Context: an optimization exercise on an open-source flow, tuned for small area, a short achievable clock period and few clock cycles per item. The choices shown serve that exercise and are no tape-out recipe. Function was checked by simulation only, so behaviour that the tests miss may differ from the original. Power is estimated from default activity; no workload was simulated.

`flow/design.v`:
```
module CONV (
  output logic        busy,
  output logic [11:0] iaddr,
  output logic        cwr,
  output logic [11:0] caddr_wr,
  output logic [19:0] cdata_wr,
  output logic        crd,
  output logic [11:0] caddr_rd,
  output logic [ 2:0] csel,
  input               clk,
  input               reset,
  input        [19:0] idata,
  input        [19:0] cdata_rd,
  input               ready
);
  logic       run;
  logic [6:0] r;
  logic [5:0] k;
  logic [1:0] q;
  logic       last;
  assign last = r[6] & (k == 6'd1) & (q == 2'd1);
  logic [6:0] r_n;
  logic [5:0] k_n;
  logic [1:0] q_n;
  always_comb begin
    r_n = r;
    k_n = k;
    q_n = q + 2'd1;
    if (q == 2'd2) begin
      q_n = 2'd0;
      k_n = k + 6'd1;
      if (k == 6'd63) r_n = r + 7'd1;
    end
  end
  always_ff @(posedge clk or posedge reset) begin
    if (reset) begin
      run <= 1'b0;
      r   <= '0;
      k   <= '0;
      q   <= '0;
    end else if (!run) begin
      run <= ready;
    end else if (last) begin
      run <= 1'b0;
      r   <= '0;
      k   <= '0;
      q   <= '0;
    end else begin
      r <= r_n;
      k <= k_n;
      q <= q_n;
    end
  end
  assign busy = run;
  logic [5:0] frow;
  always_comb begin
    case (q_n)
      2'd0:    frow = r_n[5:0] - 6'd1;
      2'd1:    frow = r_n[5:0];
      default: frow = r_n[5:0] + 6'd1;
    endcase
  end
  assign iaddr = {frow, k_n};
  logic fvalid;
  assign fvalid = run & ~last & ~r_n[6]
                & ~((r_n[5:0] == 6'd0) & (q_n == 2'd0))
                & ~((r_n[5:0] == 6'd63) & (q_n == 2'd2));
  logic signed [19:0] P;
  always_ff @(posedge clk) P <= fvalid ? idata : 20'd0;
  logic [19:0] Pb, Pb2;
  assign Pb  = {~P[19], P[18:0]};
  assign Pb2 = (k == 6'd0) ? 20'h80000 : Pb;
  logic [37:0] A0, A1, A2;
  wire [37:0] t0_0 = (q == 2'd0) ? ({18'd0, ~Pb} << 1) : (q == 2'd1) ? ({18'd0, Pb} << 2) : ({18'd0, ~Pb} << 0);
  wire [37:0] t0_1 = (q == 2'd0) ? ({18'd0, Pb} << 5) : (q == 2'd1) ? ({18'd0, Pb} << 12) : ({18'd0, ~Pb} << 3);
  wire [37:0] t0_2 = (q == 2'd0) ? ({18'd0, Pb} << 7) : (q == 2'd1) ? 38'd0 : ({18'd0, ~Pb} << 5);
  wire [37:0] t0_3 = (q == 2'd0) ? ({18'd0, Pb} << 11) : (q == 2'd1) ? 38'd0 : ({18'd0, ~Pb} << 8);
  wire [37:0] t0_4 = (q == 2'd0) ? ({18'd0, Pb} << 13) : (q == 2'd1) ? 38'd0 : ({18'd0, Pb} << 11);
  wire [37:0] t0_5 = (q == 2'd0) ? ({18'd0, Pb} << 15) : (q == 2'd1) ? 38'd0 : ({18'd0, Pb} << 13);
  wire [37:0] t0_6 = (q == 2'd0) ? 38'd0 : (q == 2'd1) ? 38'd0 : ({18'd0, ~Pb} << 15);
  wire [37:0] u0 = t0_0 + t0_1 + t0_2 + t0_3 + t0_4 + t0_5 + t0_6;
  wire [37:0] t1_0 = (q == 2'd0) ? ({18'd0, Pb} << 0) : (q == 2'd1) ? ({18'd0, Pb} << 0) : ({18'd0, Pb} << 2);
  wire [37:0] t1_1 = (q == 2'd0) ? ({18'd0, Pb} << 2) : (q == 2'd1) ? ({18'd0, ~Pb} << 4) : ({18'd0, ~Pb} << 4);
  wire [37:0] t1_2 = (q == 2'd0) ? ({18'd0, Pb} << 4) : (q == 2'd1) ? ({18'd0, ~Pb} << 7) : ({18'd0, Pb} << 6);
  wire [37:0] t1_3 = (q == 2'd0) ? ({18'd0, ~Pb} << 6) : (q == 2'd1) ? ({18'd0, Pb} << 12) : ({18'd0, Pb} << 11);
  wire [37:0] t1_4 = (q == 2'd0) ? ({18'd0, ~Pb} << 8) : (q == 2'd1) ? ({18'd0, ~Pb} << 15) : ({18'd0, ~Pb} << 14);
  wire [37:0] t1_5 = (q == 2'd0) ? ({18'd0, Pb} << 10) : (q == 2'd1) ? 38'd0 : 38'd0;
  wire [37:0] t1_6 = (q == 2'd0) ? ({18'd0, Pb} << 12) : (q == 2'd1) ? 38'd0 : 38'd0;
  wire [37:0] t1_7 = (q == 2'd0) ? ({18'd0, Pb} << 15) : (q == 2'd1) ? 38'd0 : 38'd0;
  wire [37:0] u1 = t1_0 + t1_1 + t1_2 + t1_3 + t1_4 + t1_5 + t1_6 + t1_7;
  wire [37:0] t2_0 = (q == 2'd0) ? ({18'd0, ~Pb2} << 0) : (q == 2'd1) ? ({18'd0, Pb2} << 2) : ({18'd0, Pb2} << 0);
  wire [37:0] t2_1 = (q == 2'd0) ? ({18'd0, Pb2} << 2) : (q == 2'd1) ? ({18'd0, Pb2} << 4) : ({18'd0, ~Pb2} << 3);
  wire [37:0] t2_2 = (q == 2'd0) ? ({18'd0, Pb2} << 6) : (q == 2'd1) ? ({18'd0, Pb2} << 6) : ({18'd0, Pb2} << 5);
  wire [37:0] t2_3 = (q == 2'd0) ? ({18'd0, Pb2} << 8) : (q == 2'd1) ? ({18'd0, ~Pb2} << 9) : ({18'd0, ~Pb2} << 10);
  wire [37:0] t2_4 = (q == 2'd0) ? ({18'd0, ~Pb2} << 10) : (q == 2'd1) ? ({18'd0, ~Pb2} << 12) : ({18'd0, ~Pb2} << 12);
  wire [37:0] t2_5 = (q == 2'd0) ? ({18'd0, ~Pb2} << 12) : (q == 2'd1) ? ({18'd0, ~Pb2} << 15) : ({18'd0, ~Pb2} << 14);
  wire [37:0] t2_6 = (q == 2'd0) ? ({18'd0, Pb2} << 15) : (q == 2'd1) ? 38'd0 : 38'd0;
  wire [37:0] u2 = t2_0 + t2_1 + t2_2 + t2_3 + t2_4 + t2_5 + t2_6;
  localparam logic [37:0] BIASC = 38'h1db4ba3d14;
  localparam logic [37:0] BIASC1 = 38'h28c331bbe9;
  logic [37:0] b0, b1, b2;
  always_comb begin
    if (q == 2'd0) begin
      b0 = BIASC;
      b1 = (k == 6'd0) ? BIASC1 : A0;
      b2 = A1;
    end else begin
      b0 = A0;
      b1 = A1;
      b2 = A2;
    end
  end
  always_ff @(posedge clk) begin
    A0 <= b0 + u0;
    A1 <= b1 + u1;
    A2 <= b2 + u2;
  end
  logic [5:0] ro, co;
  assign ro = (k[5:1] == 5'd0) ? r[5:0] - 6'd1 : r[5:0];
  assign co = k - 6'd2;
  logic ovalid;
  assign ovalid = run & ~((r == 7'd0) & (k[5:1] == 5'd0));
  logic [19:0] x;
  assign x = A2[37] ? 20'd0 : (A2[35:16] + {19'd0, A2[15]});
  logic [19:0] m;
  logic        podd, ceven;
  assign podd  = ovalid & ro[0];
  assign ceven = ~co[0];
  logic        l1w;
  assign l1w = podd & ~ceven & (q == 2'd1);
  logic [19:0] ma, mb;
  assign ma = ((q == 2'd0) & ceven) ? x : m;
  assign mb = ((q == 2'd0) & ~ceven) ? x : cdata_rd;
  always_ff @(posedge clk) begin
    if (podd & ((q == 2'd0) | ((q == 2'd1) & ceven))) m <= (mb > ma) ? mb : ma;
  end
  assign crd      = podd & ceven & ((q == 2'd0) | (q == 2'd1));
  assign caddr_rd = {ro[5:1], 1'b0, co[5:1], q[0]};
  assign cwr      = (ovalid & (q == 2'd0)) | l1w;
  assign csel     = {1'b0, l1w, 1'b1};
  assign caddr_wr = l1w ? {2'b00, ro[5:1], co[5:1]} : {ro, co};
  assign cdata_wr = l1w ? m : x;
endmodule
```
`flow/run.sh`:
```
#!/bin/bash
# synth_recipe.tcl (not shown) runs the flow's synth.tcl, then flattens the netlist and writes it again
# the make line also repeats each setting of config.mk as NAME=value (left out here)
make -C /OpenROAD-flow-scripts/flow DESIGN_CONFIG=/design/flow/config.mk WORK_HOME=/design/flow/orfs CLKGATE_MAP_FILE= SYNTH_SCRIPT=/design/flow/synth_recipe.tcl finish
```
`flow/constraint.sdc`:
```
create_clock -name core_clock -period 9.5 [get_ports {clk}]
set_input_delay 1.9000 -clock core_clock [delete_from_list [all_inputs] [get_ports {clk}]]
set_output_delay 1.9000 -clock core_clock [all_outputs]
set_load 0.01 [all_outputs]
```
`flow/config.mk`:
```
export PLATFORM = sky130hd
export DESIGN_NAME = CONV
export DESIGN_NICKNAME = CONV
export VERILOG_FILES = /design/flow/design.v
export SDC_FILE = /design/flow/constraint.sdc
export NUM_CORES = 4
export LEC_CHECK = 0
export CAP_MARGIN = 20
export CORE_MARGIN = 2
export CORE_UTILIZATION = 40
export PLACE_DENSITY = 0.6
export SLEW_MARGIN = 20
```
==> key figures <==
Run status
  • Status: no timing/DRC/antenna violations

Final layout
  • Synth-to-layout area growth: 8.02%
  • Nets: 4156
  • Share of post-route cells with drive strength above 1: 0.0366
  • N_diodes: 0
  • Multi-input logic area: ~22000 µm²
  • Post-Layout Inst Area: 30700 µm²
  • Finished Layout Cells: roughly 4400
  • Final Util: 0.437
  • Fill cells: 7097
  • Reg area: 3690 µm²

Logic synthesis
  • Cells after synthesis: 3480
  • Ys async rst share: 0.0941
  • Seq/Total Area, Yosys: 0.129
  • Distinct cell type count of the synthesized netlist: 81
  • Largest area contributor in the netlist: fa_1
  • Most used DFF post-synth: dfxtp_1
  • Post-Syn Area per Cell: approximately 8.2 µm²
  • Most common cell in the netlist: nand2_1
  • Post-synth EDFFs: 20
  • Mapped cell area: 28400 µm²
  • YS warnings: 1
  • FF+latch count, synth: 170
  • Synth top cells by count: nand2_1 (463), inv_1 (451), fa_1 (380), ha_1 (302), a21oi_1 (255)
  • Synth top area cells: fa_1 (27%), ha_1 (13%), dfxtp_1 (9.4%)
  • Area share of the largest cell type after synthesis: 0.267

Route
  • DR DRC count: 0
  • Routed Antenna Nets: 0
  • First-pass DRT Iterations: 7
  • Drt first-iter violations: 2750
  • Wire per inst: 21.1 µm
  • Drt total wl: 92400 µm
  • DR vias/cell: 5.58
  • Vias: between 20000 and 25000

Clocking
  • Clk slew on worst S/H paths: 0.07 ns
  • Clk sinks: 170
  • Hold_buf cts: 0
  • CTS Buffer Depth: 2
  • Cts repair resizes: 0
  • Root Buffer: clkbuf_16
  • Worst skew pair latency: 0.52 ns
  • Setup bufs post-CTS: 0
  • CTS buffer count: 17
  • Htree depth: 4
  • CTS tree: built

Die
  • IO Count: 105
  • # rows: 97
  • Die Height: about 270 µm
  • Core Area: between 70000 and 80000 µm²
  • Die Area: 73300 µm²
  • Starting Density: 0.405
  • Die width: 271 µm

STA
  • Crit path time final: approximately 7.5 ns
  • Final hold violations: 0
  • Final worst setup slack: 2.05 ns
  • Sum of negative setup slack: 0 ns
  • Max Fclk: about 0.13 GHz
  • Unrepaired setup endpoints after global routing: false
  • Final setup fails: 0
  • Period utilisation layout: 0.784
  • Final max-slew violation count: 0
  • Final Skew: approximately 0.014 ns
  • Worst-margin pin slew: approximately 1.1 ns
  • Worst rel slew slack: 0.251

Setup path
  • Buf/Inv on CP: 4
  • Arrival time worst endpoint: 7.84 ns
  • Critical setup path kind: reg -> reg
  • CP Capture Type: flop
  • CP max FO: 46
  • Cell family with most CP delay: adder cells
  • Startpoint Class: flop
  • Slowest CP cell: nor2_1
  • Worst-path cell chain: inv_2 -> buf_4 -> nor2_1 -> a21oi_1 -> fa_1 -> fa_1 -> inv_1 -> fa_1 -> fa_1 -> inv_1 -> ha_1 -> a21oi_1 -> o21ai_1 -> a21oi_1 -> o21ai_0 -> and3_1 -> a221oi_1 -> o31ai_1 -> a21oi_1 -> a311oi_1
  • Worst endpoint required time: 9.89 ns
  • Max incr delay on CP: 0.85 ns

Pwr
  • Pleak: 15.1 nW
  • Worst vdd ir: 205 µV
  • PwrDens: 285 nW/µm²

Global routing
  • Initial antenna violation count: 1
  • Grt ovf: 0
  • All-Layer GR Usage: 0.255
  • Largest net degree at the start of global routing: 105
  • First-pass GRT wire length: around 140000 µm
  • Vias in the first global route: between 20000 and 25000

Placed design
  • Post-DP Area: 30100 µm²
  • Dpl ws: 2.20 ns
  • Inst Count DP: 4352
  • GP Congestion: around 1
  • # port buffers: 101
  • Detailed Place HPWL: 73500 µm

Hold path
  • Worst hold-check path type: reg -> reg

Flow run
  • Max cap viols: 0
==> sequential cells by signal (all words and copies together), names as in the netlist <==
signal	count
k	6
r	7
q	2
A1	38
P	20
A2	38
run	1
A0	38
m	20
==> cell usage in the layout (no fill, tap or decap), drive strengths merged, types with 21 or more instances in the layout <==
master / synthesis / final
nand2: 465 / 465
inv: 453 / 456
fa: 380 / 380
ha: 302 / 302
a21oi: 255 / 255
o21ai: 226 / 226
nor2: 212 / 212
dfxtp: 134 / 134
clkdlybuf4s50: 0 / 101
xnor2: 89 / 89
nand3: 79 / 79
a21o: 63 / 63
and2: 50 / 50
xor2: 48 / 48
nor3: 42 / 42
a31oi: 39 / 39
nor2b: 38 / 38
o21bai: 37 / 37
buf: 51 / 36
a211oi: 31 / 31
nand2b: 30 / 30
or2: 27 / 27
o21a: 27 / 27
nand4: 23 / 23
mux2i: 23 / 23
o31ai: 21 / 21
==> where the power goes <==
part	switching (mW)	total (mW)	leakage (nW)	internal [mW]
Combinational	3.95	6.77	13.3	2.82
Sequential	0.201	1.20	1.51	1.00
Clock	0.361	0.792	0.293	0.431
==> worst reg2reg max path: cells and delay by family (launching register included) <==
family                     cells  cell delay [ns]
AOI/OAI and AO/OA              9             2.16
adders and majority gates      5             2.44
buffers and inverters          4             0.88
DFF                            1             0.76
and+or+nand+nor                2             1.10
==> routing by layer <==
metal,track usage,up-vias,share of wire
met5,0,-,0
met4,0.0893,0,0.031
met3,0.0464,182,0.086
met2,0.401,1122,0.45
met1,0.352,11800,0.43
li1,-,11300,-
==> cell families (layout without fill, tap and decap cells) <==
family / after synthesis / count (layout) / share of synthesized area
other: 2 / 3 / 0.000264
AND/OR/NAND/NOR: 1028 / 1028 / 0.164
XOR/XNOR: 137 / 137 / 0.0427
buffers and inverters: 661 / 624 / 0.0899
AO/OA/AOI/OAI: 770 / 770 / 0.162
multiplexers: 30 / 30 / 0.0109
flip-flops: 170 / 170 / 0.129
adder cells (fa/ha/maj): 682 / 682 / 0.400
==> through the flow <==
step | power, mW | hold slack (ns)
2_1_floorplan | 6.22 | 0.517
3_3_place_gp | 7.88 | 0.531
3_5_place_dp | 7.89 | 0.544
4_1_cts | 8.74 | 0.561
5_1_grt | 9.63 | 0.612
6_report | 8.77 | 0.553
==> final timing paths <==
kind,end,slack [ns],startpoint,cells after the start
max reg2reg,A1[35],2.05,q[1],20
min reg2reg,A2[0],0.55,A2[0],3
max in group asynchronous,q[0],7.19,reset,2
max,A1[35],2.05,q[1],20
min in group asynchronous,r[1],1.79,reset,2
min,A2[0],0.55,A2[0],3
==> cell type report <==
cell class,count,share of cell area
tap,940,0.0383
sequential,170,0.120
multi-input combinational,2650,0.724
clock buffer,20,0.0149
timing repair buffer,137,0.0417
inverter,455,0.0556
clock inverter,12,0.00525
Testbench counts, summed over its fixed seeds: cycles 147,516, images 12.

[what the ideal ports hide]
In the flow no input, the clock included, has a driving cell. The finished layout below was timed again as built, in two steps. Step 1 assumes that a clkbuf_16 drives the clock port and a buf_2 every other input. Step 2 also shifts input and output timing later by t, the mid clock arrival at the registers, as if the neighbouring blocks saw the same clock. Slacks: no drivers / after step 1 / after step 2; pairs: no drivers / after step 1.
t (ns): 0.579
setup slack, ns: 2.049 / 2.049 / 2.049
worst data-port slew with drivers (ns): 0.06
After both steps this run still meets setup and hold. The setup slack of this run moves by 0.000 ns with the drivers and by 0.000 ns with both steps.
